From an optimization exercise on the open Yosys and OpenROAD flow, aimed at small area and a short achievable clock period; shortcuts taken in it are not production practice. The RTL was checked by simulation tests, not by an equivalence proof against the original design. No activity file was given, so power comes from the tool's default toggle rates.

## flow/design.v (module list and top-level ports; edited modules follow where they fit)
// module alu: 66 lines
// module row_mux: 3 lines
// module row_mux_or: 3 lines
// module mul_cs: 616 lines
// module csa_fa: 4 lines
// module csa_fx: 4 lines
// module csa_x2: 3 lines
// module csa_or: 3 lines
// module booth_row2: 4 lines
// module booth_row4: 4 lines
// module booth_row6: 4 lines
// module booth_row8: 4 lines
// module booth_row10: 4 lines
// module booth_row12: 4 lines
// module booth_row14: 4 lines
// module booth_row16: 4 lines
// module booth_row18: 4 lines
// module booth_row20: 4 lines
// module booth_row22: 4 lines
// module booth_row24: 4 lines
// module booth_row26: 4 lines
// module booth_row28: 4 lines
// module booth_row30: 4 lines
// module booth_row32: 4 lines
// module csa_xn: 3 lines
// module pfx_add: 540 lines
// module pfx_nand: 3 lines
// module pfx_nor: 3 lines
// module pfx_xnor: 3 lines
// module pfx_inv: 3 lines
// module pfx_aoi: 3 lines
// module pfx_oai: 3 lines
module alu #(parameter DATA_WIDTH = 32, OP = 3)
(
    input wire start,
    input wire clk,
    input wire reset_n,
    input wire [DATA_WIDTH - 1 : 0] A,
    input wire [DATA_WIDTH - 1 : 0] B,
    input wire [OP - 1 : 0] op,
    output wire [DATA_WIDTH - 1 : 0] result,
    output reg done
);
  // ...
==> flow/flow/run.sh <==
#!/bin/bash
# The standard layout flow (standard.sh, ORFS with the standard flow's config), with two changes:
#  - the ports are buffered with buf_2 cells (ORFS would pick clkdlybuf4s50_1 delay cells);
#  - repair_timing aims at a setup slack margin of 5.25 ns.
export BUFFER_PORTS_ARGS="-buffer_cell sky130_fd_sc_hd__buf_2"
bash standard.sh SETUP_SLACK_MARGIN=5.25 finish > standard.log 2>&1
==> flow/standard.sh <==
#!/bin/bash
# synth_recipe.tcl (not shown) runs the flow's synth.tcl, then flattens the netlist and writes it again
# the make line also repeats each setting of config.mk as NAME=value (left out here)
make -C /OpenROAD-flow-scripts/flow DESIGN_CONFIG=/design/flow/config.mk WORK_HOME=/design/flow/orfs CLKGATE_MAP_FILE= SYNTH_SCRIPT=/design/flow/synth_recipe.tcl "${@:-finish}"
==> flow/config.mk <==
export PLATFORM = sky130hd
export DESIGN_NAME = alu
export DESIGN_NICKNAME = alu
export VERILOG_FILES = /design/flow/design.v
export SDC_FILE = /design/flow/constraint.sdc
export NUM_CORES = 4
export LEC_CHECK = 0
export CAP_MARGIN = 20
export CORE_MARGIN = 2
export CORE_UTILIZATION = 45
export SETUP_SLACK_MARGIN = 5
export SLEW_MARGIN = 20
export SYNTH_HIERARCHICAL = 1
export SYNTH_MINIMUM_KEEP_SIZE = 0
==> flow/constraint.sdc <==
create_clock -name core_clock -period 9.5 [get_ports {clk}]
set_input_delay 1.9000 -clock core_clock [delete_from_list [all_inputs] [get_ports {clk}]]
set_output_delay 1.9000 -clock core_clock [all_outputs]
set_load 0.01 [all_outputs]
==> flow_metrics.tcl, run 1 <==
set metrics [dict create \
    synth.avg_cell_area_um2 10.1 \
    grt_pass1_vias 15100 \
    multi_input_area_share_pct 71.5 \
    internal-power_w 0.00453 \
    io_pins 103 \
    dr_wl_met2_um 28000 \
    port_buffers 102 \
    layout.nonclk_buf_share_pct 6.40 \
    netlist.area_leader.share_pct 22.1 \
    grt_busiest_layer "met2" \
    dieWidth_um 203 \
    fmax_ghz 0.238 \
    seqPwrFrac_pct 11.4 \
    nFlopsAndLatches 151 \
    critPathMaxStageDelay_ps 390 \
    synth_top_area_cell "fa_1" \
    worstHoldEndpoint "done" \
    crit_path_start "y_r[30]" \
    synth_xor_area_share_pct 21.0 \
    antenna_left 0 \
    ys_seq_area_share_pct 17.1 \
    yosys_warnings 7 \
    n_all_buffers 174 \
    die_area_mm2 0.0410 \
    vdd_ir_drop_max_uv 376 \
    dieHeight_um 203 \
    wirelength_um 60200 \
    status "finished clean" \
    arrival_ps 2300 \
    synthMostInstantiatedCell "xnor2_1" \
]
==> inputs of run 2 (changes only) <==
==> flow/flow/run.sh (replaced) <==
#!/bin/bash
# The standard layout flow (standard.sh, ORFS with the standard flow's config), with two changes:
#  - the ports are buffered with buf_2 cells (ORFS would pick clkdlybuf4s50_1 delay cells);
#  - repair_timing aims at a setup slack margin of 5 ns.
export BUFFER_PORTS_ARGS="-buffer_cell sky130_fd_sc_hd__buf_2"
bash standard.sh SETUP_SLACK_MARGIN=5 finish > standard.log 2>&1
--- a/flow/config.mk
+++ b/flow/config.mk
@@ -7,7 +7,7 @@
 export LEC_CHECK = 0
 export CAP_MARGIN = 20
 export CORE_MARGIN = 2
-export CORE_UTILIZATION = 45
+export CORE_UTILIZATION = 60
 export SETUP_SLACK_MARGIN = 5
 export SLEW_MARGIN = 20
 export SYNTH_HIERARCHICAL = 1
==> run 2 against run 1 <==
Net effect: clock skew is 13 ps lower; first-iteration DRC count is 9.3% higher; critical path depth is 1 lower; global-route usage is 9.1 points higher.
==> flow_metrics.tcl, run 2 <==
set metrics [dict create \
    dieWidth_um 176 \
    io_pins 103 \
    skew_ps 8.78 \
    final-setup-viol-count 0 \
    dieHeight_um 176 \
    drive_above_1_share_pct 24.7 \
    nets 2077 \
    synth-edff-count 0 \
    cts-htree-levels 4 \
    die_area_mm2 0.0310 \
    reg2reg_slack_ps 5100 \
    detail_route.iter0.violations 1687 \
    drc_errors 0 \
    hpwl_um 39800 \
    finalWorstSetupSlack_ps 5100 \
    arrival_ps 2500 \
    syn_nets 2020 \
    max_cap_viol_count 0 \
    synth_cell_types 42 \
    synthArstFlopShare_pct 1.32 \
    maxSlewHeadroom_pct 31.0 \
    synth_area_leaders "fa_1 22%, xnor2_1 19%, dfxtp_1 17%" \
    ys_ff_latch 151 \
    fmax_ghz 0.227 \
    cp.required_ps 7600 \
    stdcell_area_mm2 0.0189 \
    dr.pass1.iters 6 \
    clk_latency_ps 450 \
    crit_type "reg -> out" \
    cts_tree "yes" \
    syn-cell-area_mm2 0.0177 \
    wirelength_um 58500 \
    dpl_cell_area_mm2 0.0181 \
    grt_pass1_vias 14900 \
    syn_inst 1754 \
    antenna_cells 0 \
    crit_chain "xnor2_1 -> nor2_1 -> nand2_1 -> nor2_1 -> nand2_1 -> o21ai_1 -> xor2_1 -> nor2_2 -> buf_2" \
    vias_per_cell 6.58 \
    synth.avg_cell_area_um2 10.1 \
    min_period_ps 4400 \
    start_kind "register" \
    cts_buffer_depth 2 \
    cellPowerDensity_mw_per_mm2 438 \
    areaGrowthSynthToFinish_pct 6.29 \
    antenna_left 0 \
    setup_tns_ps 0 \
    rsz0062_at_grt "true" \
    grtUsageTotal_pct 38.2 \
    leakage_nw 6.54 \
    slew_viol_final 0 \
    root_buffer "clkbuf_16" \
    post-place-ws_ps 4990 \
    crit_fanout 4 \
    status "finished clean" \
    synthMostInstantiatedCell "xnor2_1" \
    timing.final.crit_share_pct 46.4 \
    netlist.area_leader.share_pct 22.1 \
    ys.flop_type "dfxtp_1" \
    critPathMaxStageDelay_ps 430 \
    vias 14500 \
    synth_top_area_cell "fa_1" \
    hold_viol 0 \
    path_clk_slew_ps 70 \
    crit_slowest_cell "dfxtp_1" \
    vdd_ir_drop_max_uv 573 \
    fp-row-count 62 \
    antenna_found_initial 0 \
    layout_common_cells "371 x xnor2_1, 196 x fa_1, 155 x nand2_1, 135 x dfxtp_1, 131 x a22oi_2" \
    yosys_warnings 7 \
    avgRoutedWirePerCell_um 26.5 \
    top_regs "a_r (32), x_r (32), y_r (32)" \
    fin_util_pct 65.2 \
    core-area_mm2 0.0289 \
    mostFrequentLayoutCell "xnor2_1" \
    place_congestion 0.949 \
    clock-sinks 151 \
    hp-class "reg -> reg" \
    cts_made_buffers 17 \
    worst_pin_slew_ps 1020 \
    port_buffers 102 \
    grt_overflow 0 \
    grt_max_degree 70 \
    ys_seq_area_share_pct 17.1 \
    initial_utilization_pct 61.3 \
    grt_pass1_wl_um 89000 \
    crit_path_end_kind "output pin" \
    yosys-top-cells-count "389 x xnor2_1, 196 x fa_1, 155 x nand2_1" \
]
-- run 2: path summary, 6_finish.rpt --
kind / endpoint / from / cells past startpoint
setup / recovery: result[29] / y_r[28] / 9
setup reg to reg: y_r[29] / a_r[22] / 10
min in group asynchronous: done_reg / reset_n / 1
hold reg to reg: done / done_reg / 0
hold / removal: done / done_reg / 0
max in group asynchronous: done / reset_n / 1
-- run 2: layer usage --
metal	GRT usage, %	wire (um)	share of wire, %
met1	50.7	23600	40
met4	14.6	2130	3.6
met3	11.2	6450	11
met2	59.2	26400	45
met5	0	0	0
-- run 2: area by class of cell --
cell class | instances | area, um^2
repair buffers | 147 | 852
multi-input cells | 1466 | 13800
well taps | 384 | 480
inverters | 28 | 105
clock buffers | 19 | 453
clock inverters | 13 | 111
flip-flops and latches | 151 | 3050
fillers | 2429 | 10100
-- run 2: repair_timing --
action | CTS | global route
setup endpoints to repair | 8 | 20
hold buffers | 0 | 0
gates resized for setup | 6 | 30
buffers inserted | 0 | 0
-- run 2: metrics by stage --
stage          total power (W)  std cells  hold WS, ps
2_1_floorplan          0.00611       1754          331
3_3_place_gp           0.00737       2176          343
3_5_place_dp           0.00748       2176          339
4_1_cts                0.00817       2208          361
5_1_grt                0.00891       2208          366
6_report               0.00827       2208          360
-- run 2: critical path, delay by kind of cell (launching register included) --
kind | cells | cell delay [ps]
xor gates and xnor gates | 2 | 500
DFF | 1 | 430
buffers and inverters | 1 | 150
AOI/OAI and AO/OA | 1 | 210
and+or+nand+nor | 5 | 780
-- run 2: logic make-up after synthesis --
kind of cell | Yosys count | share of synthesized area [%]
AOI/OAI and AO/OA | 551 | 26.7
xor gates and xnor gates | 426 | 21.0
and+or+nand+nor | 292 | 6.95
adders and majority gates | 196 | 22.1
DFF | 151 | 17.1
buffers and inverters | 137 | 6.12
other | 1 | 0.0211
-- run 2: power breakdown --
group / total, W / internal [W] / switching, W
clock network: 0.000657 / 0.000355 / 0.000302
registers: 0.000922 / 0.000764 / 0.000158
logic: 0.00669 / 0.00309 / 0.00359
-- run 2: Yosys stat by module, one instance, submodules excluded, a selection --
module	times used	cells inside	cell area [um^2]	flops+latches
alu	1	418	4750	151
booth_row26	1	61	632	0
booth_row30	1	70	606	0
booth_row24	1	55	439	0
booth_row14	1	32	299	0
booth_row12	1	27	262	0
booth_row10	1	23	243	0
pfx_aoi	57	1	8.76	0
csa_or	8	1	6.26	0
pfx_oai	78	1	5.00	0
pfx_nor	57	1	3.75	0
pfx_nand	78	1	3.75	0
==> inputs of run 3 (changes only) <==
--- a/flow/config.mk
+++ b/flow/config.mk
@@ -7,7 +7,7 @@
 export LEC_CHECK = 0
 export CAP_MARGIN = 20
 export CORE_MARGIN = 2
-export CORE_UTILIZATION = 60
+export CORE_UTILIZATION = 45
 export SETUP_SLACK_MARGIN = 5
 export SLEW_MARGIN = 20
 export SYNTH_HIERARCHICAL = 1
==> run 3 against run 2 <==
Net effect: sequential power grew 0.7%; still clean on timing, DRC and antenna; via count is 3.1% lower; wire length fell by 0.33%; critical path type unchanged; final cell count increased by 6.0%.
==> flow_metrics.tcl, run 3 <==
set metrics [dict create \
    status "finished clean" \
    syn_nets 2020 \
    final-setup-viol-count 0 \
    core-area_mm2 0.0388 \
    grtUsageTotal_pct 28.6 \
    worst_pin_slew_ps 1080 \
    netlist.area_leader.share_pct 22.1 \
    yosys_warnings 7 \
    antenna_cells 0 \
    areaGrowthSynthToFinish_pct 6.83 \
    arrival_ps 2500 \
    detail_route.iter0.violations 1478 \
    dieWidth_um 203 \
    cts_tree "yes" \
    slew_viol_final 0 \
    rsz0062_at_grt "true" \
    crit_slowest_cell "xnor2_1" \
    layout_common_cells "373 x xnor2_1, 196 x fa_1, 155 x nand2_1, 131 x a22oi_2, 131 x dfxtp_1" \
    synth_top_family_by_area "compound AO/OA/AOI/OAI gates" \
    finalWorstSetupSlack_ps 5100 \
    vias 14100 \
    crit_type "reg -> out" \
    power_frac_clock_pct 7.9 \
    maxSlewHeadroom_pct 28.2 \
    timing.final.crit_share_pct 46.3 \
    pwr-share-comb_pct 80.6 \
    dr_wl_met2_um 26600 \
    syn-cell-area_mm2 0.0177 \
    drc_errors 0 \
    antenna_found_initial 0 \
    critPathMaxStageDelay_ps 330 \
    fp-row-count 72 \
    yosys.area_share.simple_pct 6.95 \
    syn_inst 1754 \
    hold_viol 0 \
    fillCellCount 3688 \
    leakage_nw 6.49 \
    synth_top_area_cell "fa_1" \
    synth_compound_area_share_pct 26.7 \
    stdcell_area_mm2 0.0190 \
    drive_above_1_share_pct 24.4 \
    vdd_ir_drop_max_uv 659 \
    synth.avg_cell_area_um2 10.1 \
    fmax_ghz 0.227 \
    cts_buffer_depth 2 \
    hold_slack_ps 356 \
    highest_layer "met4" \
    crit_family "compound AO/OA/AOI/OAI gates" \
    mostFrequentLayoutCell "xnor2_1" \
    root_buffer "clkbuf_16" \
    post-place-ws_ps 5050 \
    path_clk_slew_ps 70 \
    cp.required_ps 7600 \
    grt_pass1_wl_um 89900 \
    port_buffers 102 \
    dpl_cell_area_mm2 0.0183 \
    ys_seq_area_share_pct 17.1 \
    ys.flop_type "dfxtp_1" \
    vias_per_cell 6.02 \
    hp-class "reg -> reg" \
    hpwl_um 40000 \
    synth_area_leaders "fa_1 22%, xnor2_1 19%, dfxtp_1 17%" \
    min_period_ps 4400 \
    synth_xor_area_share_pct 21.0 \
    synth_cell_types 42 \
    synthMostInstantiatedCell "xnor2_1" \
    cellPowerDensity_mw_per_mm2 426 \
    nets 2075 \
    dr.pass1.iters 5 \
    io_pins 103 \
    setup_tns_ps 0 \
    seqPwrFrac_pct 11.5 \
    avgRoutedWirePerCell_um 24.9 \
    yosys-top-cells-count "389 x xnor2_1, 196 x fa_1, 155 x nand2_1" \
    clk_latency_ps 440 \
    grt_max_degree 65 \
    postCtsHoldBufs 0 \
    switching_share_pct 48.2 \
    synthAdderAreaFrac_pct 22.1 \
    internal-power_w 0.00419 \
    power_w 0.00808 \
    clock-sinks 151 \
    dieHeight_um 203 \
    switchingPower_w 0.00390 \
    max_cap_viol_count 0 \
    cts_made_buffers 17 \
    start_kind "register" \
    top_regs "a_r (32), x_r (32), y_r (32)" \
    grt_overflow 0 \
    wl_met1_um 24000 \
    synthArstFlopShare_pct 1.32 \
    synth-edff-count 0 \
    antenna_left 0 \
    wirelength_um 58300 \
    crit_path_end_kind "output pin" \
    initial_utilization_pct 45.7 \
    post_cts.repair.setup_buffers 0 \
    cp_num_buf_inv 1 \
    crit_fanout 4 \
    grt_pass1_vias 14800 \
    die_area_mm2 0.0410 \
    ys_ff_latch 151 \
    cts-htree-levels 4 \
    synth_mux_area_share_pct 0 \
    crit_chain "xnor2_1 -> nor2_1 -> a21oi_2 -> o21ai_1 -> a21oi_2 -> o21ai_1 -> xor2_1 -> nor2_4 -> buf_2" \
    skew_ps 9.61 \
    wl_met3_um 5630 \
    place_congestion 0.912 \
]
==> run 3: cell counts after synthesis <==
Identical to the previous run, type by type.
==> run 3: cell families after synthesis <==
group,Yosys count
DFF,151
and+or+nand+nor,292
buffers and inverters,137
adders and majority gates,196
xor gates and xnor gates,426
other,1
AOI/OAI and AO/OA,551
==> run 3: routing by layer <==
layer / up-vias / track usage (%)
li1: 6184 / -
met1: 6974 / 37.6
met2: 797 / 46.1
met3: 126 / 6.52
met4: 0 / 10.7
met5: - / 0
==> run 3: final timing paths <==
| kind | from | to | slack, ps | cells after the start |
|---|---|---|---|---|
| min | done_reg | done | 360 | 0 |
| max | y_r[2] | result[28] | 5100 | 9 |
| min reg2reg | done_reg | done | 360 | 0 |
| min in group asynchronous | reset_n | done | 1230 | 1 |
| max in group asynchronous | reset_n | done_reg | 8170 | 1 |
| max reg2reg | nneg_r[10] | y_r[30] | 5100 | 9 |
==> run 3: per-module statistics from Yosys, one instance, submodules excluded, a selection <==
module | cell area (um^2) | cells inside | flip-flops and latches | copies in the design
booth_row32 | 591 | 74 | 0 | 1
pfx_nor | 3.75 | 1 | 0 | 57
booth_row24 | 439 | 55 | 0 | 1
booth_row10 | 243 | 23 | 0 | 1
pfx_nand | 3.75 | 1 | 0 | 78
booth_row14 | 299 | 32 | 0 | 1
booth_row22 | 510 | 51 | 0 | 1
booth_row26 | 632 | 61 | 0 | 1
csa_or | 6.26 | 1 | 0 | 8
row_mux_or | 12.5 | 1 | 0 | 21
booth_row6 | 104 | 13 | 0 | 1
booth_row20 | 434 | 46 | 0 | 1
pfx_inv | 3.75 | 1 | 0 | 11
booth_row16 | 369 | 37 | 0 | 1
pfx_oai | 5.00 | 1 | 0 | 78
==> run 3: stage by stage <==
stage                     util (%)  instances
after floorplan                  -       1754
final                         48.8       2340
after global routing          48.8       2340
after global placement        47.0       2308
after detailed placement      47.1       2308
after CTS                     48.4       2340
==> run 3: worst register-to-register path, stage by stage (launching register included) <==
cell,delay (ps)
dfxtp_1,1030
xnor2_1,240
fa_1,490
fa_1,490
fa_1,380
fa_1,390
fa_1,520
fa_1,460
xnor2_1,190
o21ai_1,90
==> run 3: cell type report <==
class	instances	area, um^2	share of cell area (%)
multi-input cells	1466	13800	72.7
clock inverters	12	96.3	0.508
clock buffers	20	437	2.30
flip-flops and latches	151	3060	16.1
well taps	518	648	3.42
repair buffers	145	841	4.43
inverters	28	105	0.554
==> run 3: power by group through the flow <==
stage | registers (W) | clock network, W | logic [W]
finish | 0.000928 | 0.000640 | 0.00651
global route | 0.000942 | 0.000669 | 0.00716
CTS | 0.000911 | 0.000645 | 0.00644
detailed placement | 0.000926 | 0 | 0.00643
global placement | 0.000920 | 0 | 0.00635
floorplan | 0.000880 | 0 | 0.00523
==> run 3: timing repair <==
| action | in CTS | in global routing |
|---|---|---|
| gates resized for setup | 1 | 34 |
| cloned | 0 | 0 |
| setup endpoints to repair | 2 | 22 |
==> inputs of run 4 (changes only) <==
==> flow/flow/run.sh (replaced) <==
#!/bin/bash
# The standard layout flow (standard.sh, ORFS with the standard flow's config), with three changes:
#  - after floorplan, combinational cells are set to drive strength 1 (downsize.tcl), so that
#    the resizer, which sees the placement, chooses the sizes instead of synthesis;
#  - the ports are buffered with buf_2 cells (ORFS would pick clkdlybuf4s50_1 delay cells);
#  - repair_timing aims at a setup slack margin of 5 ns.
set -e
export BUFFER_PORTS_ARGS="-buffer_cell sky130_fd_sc_hd__buf_2"
bash standard.sh SETUP_SLACK_MARGIN=5 floorplan > standard_floorplan.log 2>&1
ODB_IN=$(ls -d orfs/results/*/alu/base)/2_floorplan.odb openroad -no_splash -exit flow/downsize.tcl > downsize.log 2>&1
bash standard.sh SETUP_SLACK_MARGIN=5 finish > standard.log 2>&1
==> flow/flow/downsize.tcl (new file) <==
# Set every combinational cell that synthesis gave a larger drive strength back to its
# drive-1 version; placement's repair_design and repair_timing then size cells for the
# actual loads and wires. Registers and other sequential cells are left as they are.
read_db $::env(ODB_IN)
set db [ord::get_db]
set n 0
foreach inst [[ord::get_db_block] getInsts] {
  set m [$inst getMaster]
  set name [$m getName]
  if {[$m isSequential]} { continue }
  if {[regexp {^(sky130_fd_sc_hd__[a-z0-9]+)_([0-9]+)$} $name -> base size] && $size > 1} {
    if {[string match "*df*" $base] || [string match "*dl*" $base] || [string match "*clk*" $base]} { continue }
    set new [$db findMaster ${base}_1]
    if {$new ne "NULL"} {
      $inst swapMaster $new
      incr n
    }
  }
}
puts "downsized $n instances"
write_db $::env(ODB_IN)
==> run 4 against run 3 <==
Net effect: still clean on timing, DRC and antenna; clock-buffer cell count is 2 lower; worst setup slack better by 16 ps; via count is 1.1% higher; sequential power hardly changed; die area stayed put; core utilization is 2.1 points lower; clock skew is 0.86 ps higher; critical path type unchanged; largest cell class unchanged; highest routed layer unchanged.
==> flow_metrics.tcl, run 4 <==
set metrics [dict create \
    status "finished clean" \
    drive_above_1_share_pct 13.3 \
    avgRoutedWirePerCell_um 24.6 \
    hold_viol 0 \
    ys.flop_type "dfxtp_1" \
    grt_pass1_wl_um 88100 \
    vdd_ir_drop_max_uv 540 \
    cp.required_ps 7600 \
    cellPowerDensity_mw_per_mm2 444 \
    vias_per_cell 6.06 \
    synth.avg_cell_area_um2 10.1 \
    leakage_nw 6.49 \
    nets 2082 \
    multiInputGateArea_mm2 0.0128 \
    synthMostInstantiatedCell "xnor2_1" \
    antenna_left 0 \
    synth_cell_types 42 \
    dpl_cell_area_mm2 0.0172 \
    cts-htree-levels 4 \
    synth-edff-count 0 \
    critPathMaxStageDelay_ps 430 \
    vias 14200 \
    cts_buffer_depth 2 \
    detail_route.iter0.violations 1669 \
    crit_fanout 2 \
    ys_seq_area_share_pct 17.1 \
    clock-sinks 151 \
    syn_nets 2020 \
    fp-row-count 72 \
    crit_path_end_kind "output pin" \
    synth_area_leaders "fa_1 22%, xnor2_1 19%, dfxtp_1 17%" \
    grtUsageTotal_pct 28.4 \
    yosys-top-cells-count "389 x xnor2_1, 196 x fa_1, 155 x nand2_1" \
    areaGrowthSynthToFinish_pct 2.25 \
    fillCellCount 3758 \
    path_clk_slew_ps 70 \
    skew_ps 10.5 \
    arrival_ps 2490 \
    initial_utilization_pct 45.7 \
    hp-class "reg -> reg" \
    yosys_warnings 7 \
    synth_top_area_cell "fa_1" \
    setup_tns_ps 0 \
    syn-cell-area_mm2 0.0177 \
    mostFrequentLayoutCell "xnor2_1" \
    hold_slack_ps 355 \
    core-area_mm2 0.0388 \
    fmax_ghz 0.228 \
    antenna_found_initial 0 \
    grt_max_degree 70 \
    maxSlewHeadroom_pct 37.1 \
    cts_tree "yes" \
    post-place-ws_ps 5090 \
    dr.pass1.iters 8 \
    clk_latency_ps 460 \
    start_kind "register" \
    grt_overflow 0 \
    top_regs "a_r (32), x_r (32), y_r (32)" \
    crit_slowest_cell "dfxtp_1" \
    synthArstFlopShare_pct 1.32 \
    root_buffer "clkbuf_16" \
    dieWidth_um 203 \
    io_pins 103 \
    slew_viol_final 0 \
    die_area_mm2 0.0410 \
    timing.final.crit_share_pct 46.2 \
    syn_inst 1754 \
    crit_type "reg -> out" \
    antenna_cells 0 \
    postCtsHoldBufs 0 \
    stdcell_area_mm2 0.0181 \
    rsz0062_at_grt "true" \
    final-setup-viol-count 0 \
    cts_made_buffers 17 \
    dieHeight_um 203 \
    netlist.area_leader.share_pct 22.1 \
    hpwl_um 38700 \
    finalWorstSetupSlack_ps 5110 \
    drc_errors 0 \
    port_buffers 102 \
    place_congestion 0.950 \
    worst_pin_slew_ps 942 \
    grt_pass1_vias 14500 \
    crit_chain "nand2_1 -> o21ai_1 -> a21oi_1 -> o21ai_1 -> a21oi_1 -> o21ai_2 -> xor2_1 -> nor2_1 -> buf_2" \
    max_cap_viol_count 0 \
    wirelength_um 57800 \
    layout_common_cells "360 x xnor2_1, 256 x a22oi_1, 196 x fa_1, 156 x nand2_1, 131 x dfxtp_1" \
    ys_ff_latch 151 \
    min_period_ps 4390 \
    power_w 0.00806 \
    seq_area_mm2 0.00306 \
]
## run 4: cell types whose count changed in the layout (fill, tap and decap cells not counted), moves of 5 or more
cell and delta:
o311ai_1 +6, nor2_1 +11, xnor2_1 -13, xnor2_2 +12, o311ai_2 -6, a22oi_1 +133, buf_4 +8, a21oi_1 +50
nor2_2 -6, a21oi_2 -51, o31ai_1 +21, nor2_4 -5, a22oi_2 -131, o31ai_2 -21
## run 4: worst paths after layout
check                           depth (start not counted)  startpoint  slack (ps)         end
worst max-delay path                                    9      y_r[7]        5110  result[31]
worst min-delay path                                    0    done_reg         360        done
worst max register to register                         10   btwo_r[7]        5160     y_r[29]
worst min register to register                          0    done_reg         360        done
max in group asynchronous                               1     reset_n        8200    done_reg
min in group asynchronous                               1     reset_n        1210        done
## run 4: per-stage QoR
stage | std cells | utilization (%)
6_report | 2347 | 46.7
3_5_place_dp | 2308 | 44.2
3_3_place_gp | 2308 | 44.2
2_1_floorplan | 1754 | -
5_1_grt | 2347 | 46.7
4_1_cts | 2340 | 46.3
## run 4: worst max-delay path: cells and delay by family (launching register included)
family / cells / cell delay [ps]
xor+xnor: 1 / 180
simple gates: 2 / 160
buf+inv: 1 / 160
compound gates: 5 / 1090
flops: 1 / 430
## run 4: what timing repair did
action | 4_1_cts | 5_1_grt
pin swaps | 0 | 6
endpoints found under the setup margin | 13 | 18
gates resized for setup | 25 | 31
setup buffers | 0 | 7
## run 4: cell type report
type / instances / share of cell area, %
clock buffers: 18 / 2.36
clock inverters: 14 / 1.16
inverters: 28 / 0.579
multi-input cells: 1466 / 70.6
flip-flops and latches: 151 / 16.8
well taps: 518 / 3.57
repair buffers: 152 / 4.90
## run 4: cell families after synthesis
kind of cell	synth area share, %
other	0.0211
adders and majority gates	22.1
and+or+nand+nor	6.95
xor gates and xnor gates	21.0
DFF	17.1
buffers and inverters	6.12
AOI/OAI and AO/OA	26.7
## run 4: metal layers
metal / track usage [%] / share of wire, %
met3: 7.11 / 9.7
met2: 44.3 / 45
met4: 13.8 / 4.8
met5: 0 / 0
met1: 37.0 / 40
## run 4: power by group
part | switching, W | total [W] | leakage [nW] | internal [W]
registers | 0.000162 | 0.000926 | 1.28 | 0.000765
logic | 0.00335 | 0.00638 | 4.91 | 0.00303
clock network | 0.000303 | 0.000750 | 0.306 | 0.000447
## run 4: modules after synthesis, one instance, submodules excluded, excerpt
| module | flops+latches | cells | copies in the design | cell area (um^2) |
|---|---|---|---|---|
| csa_or | 0 | 1 | 8 | 6.26 |
| row_mux | 0 | 1 | 43 | 5.00 |
| pfx_inv | 0 | 1 | 11 | 3.75 |
| booth_row4 | 0 | 9 | 1 | 76.3 |
| booth_row10 | 0 | 23 | 1 | 243 |
| pfx_aoi | 0 | 1 | 57 | 8.76 |
| row_mux_or | 0 | 1 | 21 | 12.5 |
| mul_cs | 0 | 1 | 1 | 3.75 |
| pfx_nand | 0 | 1 | 78 | 3.75 |
| booth_row22 | 0 | 51 | 1 | 510 |
| pfx_add | 0 | 69 | 1 | 504 |
| booth_row28 | 0 | 65 | 1 | 654 |
==> inputs of run 5 (changes only) <==
--- a/flow/config.mk
+++ b/flow/config.mk
@@ -8,6 +8,7 @@
 export CAP_MARGIN = 20
 export CORE_MARGIN = 2
 export CORE_UTILIZATION = 45
+export CTS_BUF_LIST = sky130_fd_sc_hd__clkbuf_4 sky130_fd_sc_hd__clkbuf_8
 export SETUP_SLACK_MARGIN = 5
 export SLEW_MARGIN = 20
 export SYNTH_HIERARCHICAL = 1
==> run 5 against run 4 <==
Net effect: hold slack better by 7.4 ps; sequential share of layout area grew 0.085 points; synthesized cell count stayed put; area after synthesis stayed put; combinational power grew 0.8%; first-iteration DRC count fell by 10%; critical endpoint is now result[24]; largest cell class unchanged; highest routed layer unchanged.
==> flow_metrics.tcl, run 5 <==
set metrics [dict create \
    status "finished clean" \
    rsz0062_at_grt "true" \
    syn-cell-area_mm2 0.0177 \
    layout_common_cells "357 x xnor2_1, 256 x a22oi_1, 196 x fa_1, 156 x nand2_1, 131 x dfxtp_1" \
    synth_cell_types 42 \
    maxSlewHeadroom_pct 36.6 \
    final-setup-viol-count 0 \
    syn_inst 1754 \
    nets 2090 \
    ys_ff_latch 151 \
    ys_seq_area_share_pct 17.1 \
    fmax_ghz 0.228 \
    synth_mux_area_share_pct 0 \
    timing.final.crit_share_pct 46.3 \
    antenna_cells 0 \
    reg2reg_slack_ps 5170 \
    start_kind "register" \
    synth_xor_area_share_pct 21.0 \
    syn_nets 2020 \
    gr-usage-met2_pct 44.4 \
    cts-htree-levels 4 \
    antenna_left 0 \
    grt_max_degree 70 \
    cts_buffer_depth 2 \
    met3_usage_pct 6.31 \
    hold_path_depth 0 \
    min_period_ps 4390 \
    worst_pin_slew_ps 950 \
    synth-edff-count 0 \
    skew_ps 20.2 \
    synthAdderAreaFrac_pct 22.1 \
    avgRoutedWirePerCell_um 24.7 \
    postCtsHoldBufs 0 \
    cp.required_ps 7600 \
    crit_path_end_kind "output pin" \
    crit_type "reg -> out" \
    port_buffers 102 \
    hpwl_um 38700 \
    synth.avg_cell_area_um2 10.1 \
    netlist.area_leader.share_pct 22.1 \
    synth_top_family_by_area "compound AO/OA/AOI/OAI gates" \
    wirelength_um 58100 \
    synthArstFlopShare_pct 1.32 \
    max_cap_viol_count 0 \
    hold_viol 0 \
    synth_compound_area_share_pct 26.7 \
    cts_made_buffers 17 \
    drive_above_1_share_pct 14.2 \
    leakage_nw 6.46 \
    synthMostInstantiatedCell "xnor2_1" \
    vias_per_cell 6.04 \
    hp-class "reg -> reg" \
    stdcell_area_mm2 0.0181 \
    synth_area_leaders "fa_1 22%, xnor2_1 19%, dfxtp_1 17%" \
    path_clk_slew_ps 100 \
    worst_r2r_path_depth 10 \
    dr.pass1.iters 6 \
    top_regs "a_r (32), x_r (32), y_r (32)" \
    vdd_ir_drop_max_uv 538 \
    clk_latency_ps 500 \
    mostFrequentLayoutCell "xnor2_1" \
    dieHeight_um 203 \
    synth_top_area_cell "fa_1" \
    crit_fanout 3 \
    ys.flop_type "dfxtp_1" \
    root_buffer "clkbuf_8" \
    die_area_mm2 0.0410 \
    slew_viol_final 0 \
    setup_tns_ps 0 \
    antenna_found_initial 1 \
    place_congestion 0.950 \
    worstHoldEndpoint "done" \
    r2r_start "btwo_r[7]" \
    io_pins 103 \
    fin_util_pct 46.5 \
    grt_util_met1_pct 37.0 \
    dpl_cell_area_mm2 0.0172 \
    areaGrowthSynthToFinish_pct 1.73 \
    timing.rr.end "y_r[30]" \
    cellPowerDensity_mw_per_mm2 439 \
    clock-sinks 151 \
    grt_pass1_vias 14500 \
    vias 14200 \
    dieWidth_um 203 \
    grtUsageTotal_pct 28.3 \
    min-delay-start "done_reg" \
    cts_tree "yes" \
    fp-row-count 72 \
    core-area_mm2 0.0388 \
    drc_errors 0 \
    yosys.area_share.simple_pct 6.95 \
    yosys-top-cells-count "389 x xnor2_1, 196 x fa_1, 155 x nand2_1" \
    grt_busiest_layer "met2" \
    detail_route.iter0.violations 1500 \
    grt_overflow 0 \
    arrival_ps 2490 \
    yosys_warnings 7 \
    initial_utilization_pct 45.7 \
    grt_pass1_wl_um 88000 \
]
## run 5: cell counts after synthesis
No cell type changed its count.
## run 5: layout make-up
class	instances	area (um^2)
timing repair buffer	160	950
fill	3763	20800
clock inverter	14	210
sequential	151	3060
multi-input combinational	1466	12800
tap	518	648
inverter	28	105
clock buffer	18	241
## run 5: metal layers
metal  wire [um]  part of all wire [%]  vias up
li1            -                     -     6200
met1       23300                    40     6949
met2       26500                    46      895
met3        5540                   9.5      187
met4        2680                   4.6        0
met5           0                     0        -
## run 5: cells by family after synthesis
logic type / Yosys count
simple gates: 292
compound gates: 551
fa+ha+maj: 196
xor+xnor: 426
buf+inv: 137
other cells: 1
flops: 151
## run 5: per-module statistics from Yosys (local to each module, per instance), a selection
module | cells inside | flip-flops and latches | area (um^2)
row_mux_or | 1 | 0 | 12.5
pfx_inv | 1 | 0 | 3.75
pfx_oai | 1 | 0 | 5.00
booth_row20 | 46 | 0 | 434
csa_or | 1 | 0 | 6.26
mul_cs | 1 | 0 | 3.75
pfx_aoi | 1 | 0 | 8.76
booth_row6 | 13 | 0 | 104
## run 5: what timing repair did
item                                    in CTS  in global routing
gates resized for setup                     31                 33
setup buffers                                1                 14
endpoints found under the setup margin      18                 25
pin swaps                                    1                 10
## run 5: critical path, stage by stage, from the launching register on
cell,delay (ps)
dfxtp_1,340
xnor2_2,250
buf_4,170
nor2_1,60
a21oi_1,210
o21ai_1,110
a21oi_1,250
o21ai_1,170
xor2_1,240
nor2_1,50
buf_2,160
## run 5: worst max-delay path by stage
stage                        from    endpoint  slack (ps)
after CTS                 y_r[10]  result[31]        4960
final                      x_r[6]  result[24]        5110
after detailed placement  a_r[13]     y_r[30]        5090
after global routing       x_r[6]  result[24]        4950
after floorplan            a_r[4]     y_r[30]        5130
after global placement    a_r[13]     y_r[30]        5120
## run 5: metrics by stage
step	std cells	total power [W]	setup slack (ps)	hold WS [ps]
floorplan	1754	0.00611	5130	331
global placement	2308	0.00704	5120	333
detailed placement	2308	0.00713	5090	341
CTS	2341	0.00776	4960	364
global route	2355	0.00855	4950	373
finish	2355	0.00793	5110	363
## run 5: power by group
part | total (W) | switching, W | internal (W)
sequential | 0.000928 | 0.000164 | 0.000764
clock | 0.000576 | 0.000280 | 0.000297
combinational | 0.00643 | 0.00337 | 0.00306
==> inputs of run 6 (changes only) <==
==> flow/flow/run.sh (replaced) <==
#!/bin/bash
# The standard layout flow (standard.sh, ORFS with the standard flow's config), with three changes:
#  - after floorplan, combinational cells are set to drive strength 1 (downsize.tcl), so that
#    the resizer, which sees the placement, chooses the sizes instead of synthesis;
#  - the ports are buffered with buf_2 cells (ORFS would pick clkdlybuf4s50_1 delay cells);
#  - repair_timing aims at a setup slack margin of 5.3 ns.
set -e
export BUFFER_PORTS_ARGS="-buffer_cell sky130_fd_sc_hd__buf_2"
bash standard.sh SETUP_SLACK_MARGIN=5.3 floorplan > standard_floorplan.log 2>&1
ODB_IN=$(ls -d orfs/results/*/alu/base)/2_floorplan.odb openroad -no_splash -exit flow/downsize.tcl > downsize.log 2>&1
bash standard.sh SETUP_SLACK_MARGIN=5.3 finish > standard.log 2>&1
--- a/flow/config.mk
+++ b/flow/config.mk
@@ -8,7 +8,6 @@
 export CAP_MARGIN = 20
 export CORE_MARGIN = 2
 export CORE_UTILIZATION = 45
-export CTS_BUF_LIST = sky130_fd_sc_hd__clkbuf_4 sky130_fd_sc_hd__clkbuf_8
 export SETUP_SLACK_MARGIN = 5
 export SLEW_MARGIN = 20
 export SYNTH_HIERARCHICAL = 1
==> run 6 against run 5 <==
Net effect: synthesized cell count did not move; die area did not move; largest power group unchanged; core utilization rose by 3.6 points; power rose by 6.3%; global-route usage fell by 0.13 points; worst setup slack improved by 160 ps; critical path type unchanged; critical path depth fell by 1; critical endpoint is now result[25]; hold slack got worse by 17 ps; fmax rose by 3.8%; final cell count rose by 1.9%; sequential cell count did not move.
==> flow_metrics.tcl, run 6 <==
set metrics [dict create \
    dieWidth_um 203 \
    stdcell_area_mm2 0.0194 \
    path_clk_slew_ps 70 \
    clock-sinks 151 \
    synth.avg_cell_area_um2 10.1 \
    antenna_left 0 \
    rsz0062_at_grt "true" \
    avgRoutedWirePerCell_um 25.1 \
    io_pins 103 \
    grt_max_degree 70 \
    postCtsHoldBufs 0 \
    max_cap_viol_count 0 \
    seq_area_mm2 0.00318 \
    cellPowerDensity_mw_per_mm2 434 \
    cts_made_buffers 17 \
    cts-htree-levels 4 \
    slew_viol_final 0 \
    die_area_mm2 0.0410 \
    vias 14600 \
    clk_latency_ps 450 \
    hp-class "reg -> reg" \
    grt_pass1_vias 14700 \
    min_period_ps 4230 \
    synth_cell_types 42 \
    drc_errors 0 \
    crit_chain "xnor2_2 -> nor2_1 -> nand2_1 -> nor2_1 -> nand2_1 -> o21ai_1 -> xor2_1 -> nor2_1 -> buf_2" \
    netlist.area_leader.share_pct 22.1 \
    yosys_warnings 7 \
    areaGrowthSynthToFinish_pct 9.57 \
    detail_route.iter0.violations 1570 \
    initial_utilization_pct 45.7 \
    dpl_cell_area_mm2 0.0171 \
    yosys-top-cells-count "389 x xnor2_1, 196 x fa_1, 155 x nand2_1" \
    port_buffers 102 \
    cp_common_cell "nor2_1" \
    finalWorstSetupSlack_ps 5270 \
    crit_type "reg -> out" \
    grt_pass1_wl_um 87900 \
    synth_area_leaders "fa_1 22%, xnor2_1 19%, dfxtp_1 17%" \
    fin_util_pct 50.1 \
    core-area_mm2 0.0388 \
    hpwl_um 39500 \
    final-setup-viol-count 0 \
    cp_num_buf_inv 1 \
    grtUsageTotal_pct 28.2 \
    skew_ps 13.3 \
    ys_ff_latch 151 \
    post-place-ws_ps 5020 \
    fmax_ghz 0.236 \
    ys_seq_area_share_pct 17.1 \
    start_kind "register" \
    hold_viol 0 \
    mostFrequentLayoutCell "xnor2_1" \
    setup_tns_ps 0 \
    root_buffer "clkbuf_16" \
    syn_nets 2020 \
    synth-edff-count 0 \
    fillCellCount 3658 \
    fp-row-count 72 \
    critPathMaxStageDelay_ps 330 \
    ys.flop_type "dfxtp_1" \
    status "finished clean" \
    crit_slowest_cell "dfxtp_1" \
    place_congestion 0.964 \
    dieHeight_um 203 \
    drive_above_1_share_pct 23.2 \
    timing.final.crit_share_pct 44.6 \
    dr.pass1.iters 7 \
    antenna_found_initial 0 \
    crit_path_end_kind "output pin" \
    synthArstFlopShare_pct 1.32 \
    cts_tree "yes" \
    vdd_ir_drop_max_uv 441 \
    syn-cell-area_mm2 0.0177 \
    nets 2135 \
    syn_inst 1754 \
    multiInputGateArea_mm2 0.0133 \
    wirelength_um 60300 \
    cts_buffer_depth 2 \
    leakage_nw 6.96 \
    synth_top_area_cell "fa_1" \
    vias_per_cell 6.08 \
    top_regs "a_r (32), x_r (32), y_r (32)" \
    cp.required_ps 7600 \
    crit_fanout 4 \
    arrival_ps 2330 \
    worst_pin_slew_ps 1090 \
    synthMostInstantiatedCell "xnor2_1" \
    crit_family "simple AND/OR/NAND/NOR gates" \
    antenna_cells 0 \
    maxSlewHeadroom_pct 27.3 \
    grt_overflow 0 \
    layout_common_cells "355 x xnor2_1, 255 x a22oi_1, 195 x fa_1, 152 x nand2_1, 102 x buf_2" \
]
## run 6: layout make-up
class	instances	area share [%]
multi-input cells	1466	68.6
repair buffers	205	8.25
clock inverters	14	0.701
inverters	28	0.540
flip-flops and latches	151	16.3
clock buffers	18	2.21
well taps	518	3.33
## run 6: power by group
part	internal [W]	total, W	switching (W)
Clock	0.000346	0.000667	0.000321
Sequential	0.000769	0.000980	0.000211
Combinational	0.00328	0.00678	0.00350
## run 6: routing by layer
layer | track usage [%] | part of all wire, % | wire (um) | vias up
met5 | 0 | 0 | 0 | -
met4 | 11.6 | 4.2 | 2520 | 0
met3 | 6.39 | 10 | 6070 | 196
met2 | 45.8 | 47 | 28100 | 895
met1 | 36.3 | 39 | 23500 | 7185
li1 | - | - | - | 6314
## run 6: stage by stage
step | total power [W] | hold WS [ps] | instances
floorplan | 0.00611 | 331 | 1754
global placement | 0.00710 | 335 | 2299
detailed placement | 0.00719 | 343 | 2299
CTS | 0.00811 | 351 | 2363
global route | 0.00904 | 362 | 2400
finish | 0.00843 | 346 | 2400
## run 6: worst register-to-register path: stages, from the launching register on
cell and delay (ps):
dfxtp_1 310, buf_4 410, xnor2_1 230, fa_1 490, fa_1 440, fa_1 460, fa_1 400, fa_1 510
fa_1 450, xnor2_1 200, o21ai_1 90
## run 6: cell families after synthesis
| kind of cell | synth area share, % |
|---|---|
| AND/OR/NAND/NOR | 6.95 |
| AO/OA/AOI/OAI | 26.7 |
| adder cells (fa/ha/maj) | 22.1 |
| buffers and inverters | 6.12 |
| XOR/XNOR | 21.0 |
| flip-flops | 17.1 |
| other | 0.0211 |
## run 6: worst paths after layout
kind	slack (ps)	cells after the start	to	from
max	5270	9	result[25]	y_r[14]
min	350	0	done	done_reg
max reg2reg	5380	10	y_r[29]	nneg_r[5]
min reg2reg	350	0	done	done_reg
max in group asynchronous	8170	1	done_reg	reset_n
min in group asynchronous	1220	1	done	reset_n
## run 6: per-module statistics from Yosys, one instance, submodules excluded, excerpt
module	cells inside	copies in the design	flops+latches	area, um^2
booth_row30	70	1	0	606
booth_row16	37	1	0	369
booth_row4	9	1	0	76.3
csa_or	1	8	0	6.26
csa_xn	1	58	0	8.76
row_mux_or	1	21	0	12.5
## run 6: repair_timing
action                     in CTS  in global routing
resized for setup             109                169
setup endpoints to repair      46                 35
pin swaps                      22                 35
setup buffers                  32                 32
cloned                          0                  5
==> inputs of run 7 (changes only) <==
==> flow/flow/run.sh (replaced) <==
#!/bin/bash
# The standard layout flow (standard.sh, ORFS with the standard flow's config), with three changes:
#  - after floorplan, combinational cells are set to drive strength 1 (downsize.tcl), so that
#    the resizer, which sees the placement, chooses the sizes instead of synthesis;
#  - the ports are buffered with buf_2 cells (ORFS would pick clkdlybuf4s50_1 delay cells);
#  - repair_timing aims at a setup slack margin of 4.8 ns.
set -e
export BUFFER_PORTS_ARGS="-buffer_cell sky130_fd_sc_hd__buf_2"
bash standard.sh SETUP_SLACK_MARGIN=4.8 floorplan > standard_floorplan.log 2>&1
ODB_IN=$(ls -d orfs/results/*/alu/base)/2_floorplan.odb openroad -no_splash -exit flow/downsize.tcl > downsize.log 2>&1
bash standard.sh SETUP_SLACK_MARGIN=4.8 finish > standard.log 2>&1
==> run 7 against run 6 <==
Net effect: largest power group unchanged; first-iteration DRC count shrank 0.19%; die area is the same; fmax shrank 8.2%; clock-buffer cell count is the same; via count shrank 2.8%; non-clock buffer count shrank 60; critical path type unchanged; area after synthesis is the same.
==> flow_metrics.tcl, run 7 <==
set metrics [dict create \
    slew_viol_final 0 \
    netlist.area_leader.share_pct 22.1 \
    hold_viol 0 \
    drc_errors 0 \
    multiInputGateArea_mm2 0.0126 \
    cts_buffer_depth 2 \
    initial_utilization_pct 45.7 \
    antenna_left 0 \
    seq_area_mm2 0.00304 \
    grt_pass1_vias 14400 \
    synth_top_area_cell "fa_1" \
    crit_chain "xnor2_1 -> o21ai_1 -> a21oi_2 -> o21ai_1 -> a21oi_1 -> o21ai_1 -> xor2_1 -> nor2_1 -> buf_2" \
    cp_num_buf_inv 1 \
    grtUsageTotal_pct 28.4 \
    cts-htree-levels 4 \
    syn_nets 2020 \
    cts_made_buffers 17 \
    skew_ps 10.3 \
    maxSlewHeadroom_pct 26.3 \
    cellPowerDensity_mw_per_mm2 446 \
    io_pins 103 \
    dieHeight_um 203 \
    port_buffers 102 \
    hpwl_um 38700 \
    crit_slowest_cell "o21ai_1" \
    vdd_ir_drop_max_uv 538 \
    cts_tree "yes" \
    fp-row-count 72 \
    cp_common_cell "o21ai_1" \
    ys.flop_type "dfxtp_1" \
    yosys-top-cells-count "389 x xnor2_1, 196 x fa_1, 155 x nand2_1" \
    synth.avg_cell_area_um2 10.1 \
    fillCellCount 3786 \
    nets 2075 \
    syn_inst 1754 \
    wirelength_um 57800 \
    clk_latency_ps 460 \
    die_area_mm2 0.0410 \
    ys_seq_area_share_pct 17.1 \
    mostFrequentLayoutCell "xnor2_1" \
    leakage_nw 6.34 \
    avgRoutedWirePerCell_um 24.7 \
    max_cap_viol_count 0 \
    crit_family "compound AO/OA/AOI/OAI gates" \
    final-setup-viol-count 0 \
    dieWidth_um 203 \
    top_regs "a_r (32), x_r (32), y_r (32)" \
    synth_area_leaders "fa_1 22%, xnor2_1 19%, dfxtp_1 17%" \
    cp.required_ps 7600 \
    drive_above_1_share_pct 10.6 \
    path_clk_slew_ps 70 \
    root_buffer "clkbuf_16" \
    critPathMaxStageDelay_ps 390 \
    start_kind "register" \
    hold_slack_ps 355 \
    setup_tns_ps 0 \
    hp-class "reg -> reg" \
    syn-cell-area_mm2 0.0177 \
    crit_fanout 5 \
    synthArstFlopShare_pct 1.32 \
    areaGrowthSynthToFinish_pct 0.634 \
    crit_type "reg -> out" \
    detail_route.iter0.violations 1567 \
    antenna_cells 0 \
    min_period_ps 4610 \
    synth_cell_types 42 \
    crit_path_end_kind "output pin" \
    vias 14200 \
    layout_common_cells "382 x xnor2_1, 256 x a22oi_1, 196 x fa_1, 156 x nand2_1, 144 x dfxtp_1" \
    core-area_mm2 0.0388 \
    ys_ff_latch 151 \
    worst_pin_slew_ps 1100 \
    synthMostInstantiatedCell "xnor2_1" \
    vias_per_cell 6.06 \
    grt_pass1_wl_um 87900 \
    rsz0062_at_grt "true" \
    dr.pass1.iters 7 \
    synth-edff-count 0 \
    grt_max_degree 70 \
    fmax_ghz 0.217 \
    timing.final.crit_share_pct 48.6 \
    antenna_found_initial 0 \
    status "finished clean" \
    place_congestion 0.950 \
    arrival_ps 2710 \
    clock-sinks 151 \
    grt_overflow 0 \
    yosys_warnings 7 \
    post_cts.repair.setup_buffers 0 \
]
==> run 7: worst reg2reg max path: cells and delay by family, from the launching register on <==
family	cells	cell delay, ps
AOI/OAI and AO/OA	2	640
xor gates and xnor gates	1	210
adders and majority gates	5	2580
DFF	1	910
==> run 7: per-stage QoR <==
step	total power, W	worst slack (ps)	util, %	instances	area [um^2]
2_1_floorplan	0.00611	5130	-	1754	17700
3_3_place_gp	0.00704	5120	44.2	2308	17200
3_5_place_dp	0.00713	5090	44.2	2308	17200
4_1_cts	0.00789	4810	45.9	2340	17800
5_1_grt	0.00861	4680	46.0	2340	17900
6_report	0.00797	4890	46.0	2340	17900
==> run 7: routing by layer <==
metal	share of wire (%)	up-vias	GRT usage (%)
met5	0	-	0
met4	5.0	0	14.0
met3	10	202	7.01
met2	45	879	44.0
met1	40	6927	37.0
li1	-	6176	-
==> run 7: final cells by class <==
type | count | area share (%)
multi-input cells | 1466 | 70.5
flip-flops and latches | 151 | 17.0
repair buffers | 145 | 4.67
well taps | 518 | 3.63
clock buffers | 18 | 2.40
clock inverters | 14 | 1.18
inverters | 28 | 0.588
==> run 7: what timing repair did <==
| item | CTS | global route |
|---|---|---|
| resized for setup | 2 | 8 |
| hold buffers | 0 | 0 |
| endpoints found under the hold margin | 0 | 0 |
| endpoints found under the setup margin | 1 | 8 |
| pin swaps | 0 | 0 |
==> run 7: final timing paths <==
| path | from | to | slack, ps | cells after the start |
|---|---|---|---|---|
| setup / recovery | y_r[0] | result[31] | 4890 | 9 |
| hold / removal | done_reg | done | 360 | 0 |
| setup reg to reg | a_r[21] | x_r[24] | 5030 | 8 |
| hold reg to reg | done_reg | done | 360 | 0 |
| max in group asynchronous | reset_n | done_reg | 8200 | 1 |
| min in group asynchronous | reset_n | done | 1210 | 1 |
==> run 7: kinds of logic after synthesis <==
group	after synthesis	synth area share, %
AOI/OAI and AO/OA	551	26.7
xor gates and xnor gates	426	21.0
other	1	0.0211
DFF	151	17.1
and+or+nand+nor	292	6.95
buffers and inverters	137	6.12
adders and majority gates	196	22.1
==> run 7: where the power goes <==
| group | switching (W) | leakage [nW] | internal (W) |
|---|---|---|---|
| clock network | 0.000302 | 0.306 | 0.000447 |
| logic | 0.00334 | 4.76 | 0.00297 |
| registers | 0.000141 | 1.28 | 0.000764 |
| total | 0.00378 | 6.34 | 0.00418 |
==> run 7: modules after synthesis (local to each module, per instance), a selection <==
module / copies in the design / area [um^2]
booth_row18: 1 / 413
booth_row2: 1 / 33.8
mul_cs: 1 / 3.75
csa_or: 8 / 6.26
pfx_aoi: 57 / 8.76
booth_row32: 1 / 591
csa_fa: 196 / 20.0
booth_row12: 1 / 262
==> inputs of run 8 (changes only) <==
==> flow/flow/run.sh (replaced) <==
#!/bin/bash
# The standard layout flow (standard.sh, ORFS with the standard flow's config), with three changes:
#  - after floorplan, combinational cells are set to drive strength 1 (downsize.tcl), so that
#    the resizer, which sees the placement, chooses the sizes instead of synthesis;
#  - the ports are buffered with buf_2 cells (ORFS would pick clkdlybuf4s50_1 delay cells);
#  - repair_timing aims at a setup slack margin of 5.15 ns.
set -e
export BUFFER_PORTS_ARGS="-buffer_cell sky130_fd_sc_hd__buf_2"
bash standard.sh SETUP_SLACK_MARGIN=5.15 floorplan > standard_floorplan.log 2>&1
ODB_IN=$(ls -d orfs/results/*/alu/base)/2_floorplan.odb openroad -no_splash -exit flow/downsize.tcl > downsize.log 2>&1
bash standard.sh SETUP_SLACK_MARGIN=5.15 finish > standard.log 2>&1
==> run 8 against run 7 <==
Net effect: clock skew decreased by 2.5 ps; power rose by 4.1%; sequential cell count stayed put; highest routed layer unchanged; final area grew 4.8%; area after synthesis stayed put; worst setup slack better by 310 ps; global-route usage increased by 0.084 points.
==> flow_metrics.tcl, run 8 <==
set metrics [dict create \
    max_cap_viol_count 0 \
    grt_max_degree 70 \
    hpwl_um 38900 \
    rsz0062_at_grt "true" \
    synth_xor_area_share_pct 21.0 \
    power_w 0.00830 \
    arrival_ps 2400 \
    syn_nets 2020 \
    synth_compound_area_share_pct 26.7 \
    synthArstFlopShare_pct 1.32 \
    core-area_mm2 0.0388 \
    fp-row-count 72 \
    slew_viol_final 0 \
    r2r_start "nneg_r[2]" \
    yosys.area_share.simple_pct 6.95 \
    grt_pass1_vias 14700 \
    synth.avg_cell_area_um2 10.1 \
    cp_common_cell "nor2_1" \
    syn_inst 1754 \
    antenna_cells 0 \
    place_congestion 0.924 \
    clk_latency_ps 450 \
    critPathMaxStageDelay_ps 330 \
    maxSlewHeadroom_pct 49.6 \
    crit_path_end_kind "output pin" \
    synth_top_area_cell "fa_1" \
    netlist.area_leader.share_pct 22.1 \
    worstHoldEndpoint "done" \
    grtUsageTotal_pct 28.5 \
    skew_ps 7.82 \
    nets 2117 \
    dieWidth_um 203 \
    detail_route.iter0.violations 1822 \
    dr.pass1.iters 8 \
    initial_utilization_pct 45.7 \
    cp.required_ps 7600 \
    ys.flop_type "dfxtp_1" \
    crit_slowest_cell "dfxtp_1" \
    min_period_ps 4300 \
    start_kind "register" \
    synth_cell_types 42 \
    crit_type "reg -> out" \
    mostFrequentLayoutCell "xnor2_1" \
    hold_viol 0 \
    dieHeight_um 203 \
    dpl_cell_area_mm2 0.0172 \
    synth-edff-count 0 \
    min-delay-start "done_reg" \
    grt_overflow 0 \
    cts_tree "yes" \
    antenna_left 0 \
    stdcell_area_mm2 0.0187 \
    vias 14400 \
    instances_no_fill 2382 \
    cts_buffer_depth 2 \
    yosys-top-cells-count "389 x xnor2_1, 196 x fa_1, 155 x nand2_1" \
    synthAdderAreaFrac_pct 22.1 \
    vias_per_cell 6.05 \
    fmax_ghz 0.233 \
    worst_pin_slew_ps 757 \
    syn-cell-area_mm2 0.0177 \
    ys_seq_area_share_pct 17.1 \
    synthMostInstantiatedCell "xnor2_1" \
    highest_layer "met4" \
    avgRoutedWirePerCell_um 24.5 \
    areaGrowthSynthToFinish_pct 5.46 \
    root_buffer "clkbuf_16" \
    dr_wl_met2_um 27200 \
    ys_ff_latch 151 \
    reg2reg_slack_ps 5270 \
    io_pins 103 \
    hp-class "reg -> reg" \
    top_regs "a_r (32), x_r (32), y_r (32)" \
    layout_common_cells "357 x xnor2_1, 256 x a22oi_1, 196 x fa_1, 156 x nand2_1, 117 x dfxtp_1" \
    antenna_found_initial 0 \
    grt_pass1_wl_um 88600 \
    clock-sinks 151 \
    port_buffers 102 \
    worst_r2r_path_depth 10 \
    synth_area_leaders "fa_1 22%, xnor2_1 19%, dfxtp_1 17%" \
    cts-htree-levels 4 \
    synth_mux_area_share_pct 0 \
    timing.final.crit_share_pct 45.3 \
    fillCellCount 3726 \
    crit_fanout 3 \
    setup_tns_ps 0 \
    vdd_ir_drop_max_uv 380 \
    drc_errors 0 \
    dp.cells 2308 \
    wl_met1_um 23400 \
    hold_slack_ps 359 \
    cts_made_buffers 17 \
    yosys_warnings 7 \
    wl_met3_um 5570 \
    drive_above_1_share_pct 18.1 \
    die_area_mm2 0.0410 \
    final-setup-viol-count 0 \
    crit_chain "xnor2_2 -> buf_4 -> nor2_2 -> nand2_1 -> nor2_1 -> a21oi_2 -> o21ai_2 -> xor2_1 -> nor2_1 -> buf_2" \
    hold_path_depth 0 \
    leakage_nw 6.71 \
    wirelength_um 58400 \
    timing.rr.end "y_r[30]" \
    path_clk_slew_ps 70 \
    cellPowerDensity_mw_per_mm2 443 \
    status "finished clean" \
    synth_top_family_by_area "compound AO/OA/AOI/OAI gates" \
]
[run 8: worst max path at each step]
stage	start	to	slack, ps	cells past startpoint
2_1_floorplan	a_r[7]	y_r[30]	5170	10
3_5_place_dp	a_r[4]	y_r[30]	5030	10
5_1_grt	x_r[9]	result[31]	5090	9
6_report	y_r[7]	result[31]	5200	10
4_1_cts	y_r[2]	result[31]	5080	9
3_3_place_gp	a_r[13]	y_r[30]	5130	10
[run 8: area by class of cell]
class / instances / area, um^2 / share of cell area [%]
clock buffer: 19 / 433 / 2.31
clock inverter: 13 / 185 / 0.989
inverter: 28 / 105 / 0.561
multi-input combinational: 1466 / 13100 / 69.9
sequential: 151 / 3080 / 16.4
tap: 518 / 648 / 3.46
timing repair buffer: 187 / 1190 / 6.38
[run 8: per-layer routing]
layer,vias to the layer above,track usage (%)
met5,-,0
met3,164,5.71
met1,7090,37.1
li1,6254,-
met2,904,45.5
met4,0,13.5
[run 8: what timing repair did]
action | 4_1_cts | 5_1_grt
resized for setup | 55 | 81
buffers inserted | 8 | 34
hold buffers | 0 | 0
endpoints found under the setup margin | 30 | 26
pin swaps | 5 | 27
[run 8: per-stage QoR]
| step | worst slack, ps | utilization [%] |
|---|---|---|
| 5_1_grt | 5090 | 48.2 |
| 3_5_place_dp | 5030 | 44.2 |
| 4_1_cts | 5080 | 46.8 |
| 6_report | 5200 | 48.2 |
| 2_1_floorplan | 5170 | - |
| 3_3_place_gp | 5130 | 44.2 |
[run 8: critical path, delay by kind of cell, from the launching register on]
kind | cells | cell delay [ps]
simple gates | 4 | 620
compound gates | 2 | 340
flops | 1 | 330
xor+xnor | 2 | 330
buf+inv | 2 | 320
[run 8: kinds of logic after synthesis]
| group | after synthesis |
|---|---|
| other | 1 |
| AOI/OAI and AO/OA | 551 |
| xor gates and xnor gates | 426 |
| adders and majority gates | 196 |
| DFF | 151 |
| buffers and inverters | 137 |
| and+or+nand+nor | 292 |
[run 8: power breakdown]
| group | internal, W | leakage (nW) | switching, W |
|---|---|---|---|
| Sequential | 0.000767 | 1.28 | 0.000185 |
| Combinational | 0.00320 | 5.13 | 0.00342 |
| Clock | 0.000423 | 0.296 | 0.000308 |
| Total | 0.00439 | 6.71 | 0.00391 |
[run 8: per-module statistics from Yosys, one instance, submodules excluded, excerpt]
module       cells inside  cell area, um^2  flip-flops and latches
booth_row22            51              510                       0
booth_row4              9             76.3                       0
booth_row12            27              262                       0
pfx_oai                 1             5.00                       0
pfx_nand                1             3.75                       0
booth_row6             13              104                       0
pfx_add                69              504                       0
booth_row30            70              606                       0
booth_row8             18              148                       0
csa_xn                  1             8.76                       0
alu                   418             4750                     151
booth_row10            23              243                       0
==> inputs of run 9 (changes only) <==
==> flow/flow/run.sh (replaced) <==
#!/bin/bash
# The standard layout flow (standard.sh: ORFS with the standard flow's config and standard synthesis),
# with these changes:
#  - after floorplan, combinational cells are set to drive strength 1 (downsize.tcl), so that
#    the resizer, which sees the placement, chooses the sizes instead of synthesis;
#  - the ports are buffered with buf_2 cells (ORFS would pick clkdlybuf4s50_1 delay cells);
#  - clock tree synthesis uses clkbuf_4 / clkbuf_8 and adds no dummy loads;
#  - repair_timing aims at a setup slack margin of 5 ns.
set -e
export BUFFER_PORTS_ARGS="-buffer_cell sky130_fd_sc_hd__buf_2"
export CTS_ARGS="-sink_clustering_enable -repair_clock_nets -dont_use_dummy_load -buf_list {sky130_fd_sc_hd__clkbuf_4 sky130_fd_sc_hd__clkbuf_8}"
bash standard.sh SETUP_SLACK_MARGIN=5 floorplan > standard_floorplan.log 2>&1
ODB_IN=$(ls -d orfs/results/*/alu/base)/2_floorplan.odb openroad -no_splash -exit flow/downsize.tcl > downsize.log 2>&1
bash standard.sh SETUP_SLACK_MARGIN=5 finish > standard.log 2>&1
==> run 9 against run 8 <==
Net effect: wire length down 1.1%; largest cell class unchanged; still clean on timing, DRC and antenna; area after synthesis unchanged; clock-buffer cell count down 2; non-clock buffer count down 31; via count down 1.4%; power down 7.3%; clock power down 49%; core utilization down 2.4 points.
==> flow_metrics.tcl, run 9 <==
set metrics [dict create \
    wirelength_um 57800 \
    post-place-ws_ps 5090 \
    stdcell_area_mm2 0.0178 \
    postCtsHoldBufs 0 \
    internal-power_w 0.00396 \
    clock-sinks 151 \
    maxSlewHeadroom_pct 38.0 \
    core-area_mm2 0.0388 \
    grt_pass1_wl_um 88000 \
    mostFrequentLayoutCell "xnor2_1" \
    hpwl_um 38700 \
    yosys_warnings 7 \
    synthMostInstantiatedCell "xnor2_1" \
    hold_path_depth 0 \
    detail_route.iter0.violations 1460 \
    cp.required_ps 7600 \
    min_period_ps 4390 \
    dieHeight_um 203 \
    vias 14200 \
    grt_overflow 0 \
    drive_above_1_share_pct 13.4 \
    areaGrowthSynthToFinish_pct 0.289 \
    rsz0062_at_grt "true" \
    ys_ff_latch 151 \
    grtUsageTotal_pct 28.3 \
    timing.final.crit_share_pct 46.2 \
    yosys-top-cells-count "389 x xnor2_1, 196 x fa_1, 155 x nand2_1" \
    setup_tns_ps 0 \
    dpl_cell_area_mm2 0.0172 \
    start_kind "register" \
    vias_per_cell 6.08 \
    antenna_found_initial 1 \
    place_congestion 0.950 \
    grt_pass1_vias 14500 \
    worst_pin_slew_ps 929 \
    final-setup-viol-count 0 \
    seqPwrFrac_pct 12.0 \
    fmax_ghz 0.228 \
    ys_seq_area_share_pct 17.1 \
    synth_cell_types 42 \
    slew_viol_final 0 \
    cts_buffer_depth 2 \
    fin_util_pct 45.8 \
    synth_top_area_cell "fa_1" \
    initial_utilization_pct 45.7 \
    synth_area_leaders "fa_1 22%, xnor2_1 19%, dfxtp_1 17%" \
    path_clk_slew_ps 90 \
    pwr-share-comb_pct 83.1 \
    antenna_left 0 \
    syn_nets 2020 \
    root_buffer "clkbuf_8" \
    nets 2086 \
    port_buffers 102 \
    netlist.area_leader.share_pct 22.1 \
    fp-row-count 72 \
    grt_max_degree 70 \
    ys.flop_type "dfxtp_1" \
    syn-cell-area_mm2 0.0177 \
    cts-htree-levels 4 \
    layout_common_cells "359 x xnor2_1, 256 x a22oi_1, 196 x fa_1, 156 x nand2_1, 131 x dfxtp_1" \
    switching_share_pct 48.5 \
    crit_type "reg -> out" \
    max_cap_viol_count 0 \
    top_regs "a_r (32), x_r (32), y_r (32)" \
    vdd_ir_drop_max_uv 538 \
    dieWidth_um 203 \
    switchingPower_w 0.00373 \
    avgRoutedWirePerCell_um 24.7 \
    syn_inst 1754 \
    arrival_ps 2490 \
    hold_slack_ps 361 \
    finalWorstSetupSlack_ps 5110 \
    die_area_mm2 0.0410 \
    clk_latency_ps 500 \
    leakage_nw 6.33 \
    status "finished clean" \
    synth.avg_cell_area_um2 10.1 \
    synthArstFlopShare_pct 1.32 \
    power_frac_clock_pct 4.9 \
    cellPowerDensity_mw_per_mm2 432 \
    drc_errors 0 \
    synth-edff-count 0 \
    hold_viol 0 \
    crit_path_end_kind "output pin" \
    dr.pass1.iters 8 \
    cts_tree "yes" \
    fillCellCount 3782 \
    worst_r2r_path_depth 10 \
    crit_fanout 5 \
    io_pins 103 \
    hp-class "reg -> reg" \
    cts_made_buffers 17 \
    skew_ps 30.8 \
]
## run 9: changes by cell type in the layout (fill, tap and decap cells not counted), sizes merged
| cell | change |
|---|---|
| clkinv | -1 |
| diode | +1 |
| bufinv | -3 |
| clkbuf | -2 |
| buf | -31 |
| clkinvlp | -2 |
| inv | -7 |
## run 9: what timing repair did
item,in CTS,in global routing
buffers inserted,1,10
endpoints found under the setup margin,18,18
resized for setup,31,33
pin swaps,1,10
cloned,0,0
## run 9: logic make-up after synthesis
family,synth area share (%)
AOI/OAI and AO/OA,26.7
buffers and inverters,6.12
and+or+nand+nor,6.95
other,0.0211
xor gates and xnor gates,21.0
DFF,17.1
adders and majority gates,22.1
## run 9: worst max-delay path: stages, from the launching register on
cell,delay [ps]
dfxtp_1,350
xnor2_2,170
o21ai_2,300
inv_1,110
o21ai_2,320
a21oi_2,120
o21ai_1,180
xor2_1,220
nor2_1,60
buf_2,160
## run 9: power by group through the flow
stage / clock [W] / combinational [W] / sequential, W
final: 0.000375 / 0.00639 / 0.000926
after global routing: 0.000411 / 0.00697 / 0.000942
after CTS: 0.000386 / 0.00626 / 0.000912
after detailed placement: 0 / 0.00622 / 0.000911
after global placement: 0 / 0.00613 / 0.000907
after floorplan: 0 / 0.00523 / 0.000880
## run 9: final timing paths
kind                            from         end  slack (ps)
setup / recovery              y_r[0]  result[29]        5110
hold / removal              done_reg        done         360
setup reg to reg           btwo_r[7]     y_r[29]        5210
hold reg to reg             done_reg        done         360
max in group asynchronous    reset_n    done_reg        8250
min in group asynchronous    reset_n        done        1160
## run 9: area by class of cell
cell class | instances | area [um^2] | area share (%)
multi-input cells | 1466 | 12800 | 72.1
flip-flops and latches | 151 | 3060 | 17.2
repair buffers | 156 | 920 | 5.17
well taps | 518 | 648 | 3.64
clock buffers | 17 | 234 | 1.31
inverters | 28 | 105 | 0.590
diodes | 1 | 2.50 | 0.0141
## run 9: stage by stage
step,power (W),cells
finish,0.00769,2337
global route,0.00832,2336
CTS,0.00756,2326
detailed placement,0.00713,2308
floorplan,0.00611,1754
global placement,0.00704,2308
## run 9: Yosys stat by module (local to each module, per instance), excerpt
| module | cell area [um^2] | cells inside |
|---|---|---|
| alu | 4750 | 418 |
| booth_row28 | 654 | 65 |
| booth_row18 | 413 | 42 |
| booth_row16 | 369 | 37 |
| booth_row10 | 243 | 23 |
| booth_row2 | 33.8 | 4 |
| csa_fa | 20.0 | 1 |
| pfx_xnor | 8.76 | 1 |
| mul_cs | 3.75 | 1 |
## run 9: per-layer routing
| layer | share of wire (%) | global-route usage, % | wire length (um) |
|---|---|---|---|
| met5 | 0.014 | 0 | 8 |
| met4 | 4.7 | 14.2 | 2690 |
| met3 | 10 | 6.58 | 5830 |
| met2 | 46 | 44.4 | 26400 |
| met1 | 40 | 36.8 | 22900 |

## afterwards: timing with drivers on the ports
In the flow no input, the clock included, has a driving cell. The finished layouts below were timed again as built, in two steps. Step 1: set_driving_cell puts a clkbuf_16 on clk and a buf_2 on each other input, an assumption about the parent block. Step 2, shift: input delay + t, output delay - t, t = (earliest + latest rising clock arrival at the registers) / 2. This alone moves slack from input paths to output paths. Slacks: ideal ports / drivers / drivers and shift; pairs: ideal ports / drivers.
| run | t (ns) | setup slack, ns | hold slack, ns |
|---|---|---|---|
| run 1 | 0.481 | 5.303 / 5.252 / 5.314 | 0.364 / 0.364 / 0.364 |
| run 2 | 0.491 | 5.096 / 5.044 / 5.098 | 0.360 / 0.360 / 0.360 |
| run 3 | 0.481 | 5.099 / 5.050 / 5.099 | 0.356 / 0.356 / 0.356 |
| run 4 | 0.512 | 5.114 / 5.057 / 5.161 | 0.355 / 0.355 / 0.355 |
| run 5 | 0.542 | 5.106 / 5.056 / 5.169 | 0.363 / 0.363 / 0.363 |
| run 6 | 0.494 | 5.267 / 5.213 / 5.383 | 0.346 / 0.346 / 0.346 |
| run 7 | 0.512 | 4.887 / 4.830 / 5.028 | 0.355 / 0.355 / 0.355 |
| run 8 | 0.505 | 5.199 / 5.145 / 5.270 | 0.359 / 0.359 / 0.359 |
| run 9 | 0.534 | 5.109 / 5.058 / 5.205 | 0.361 / 0.361 / 0.361 |
After both steps every run listed still meets setup and hold.
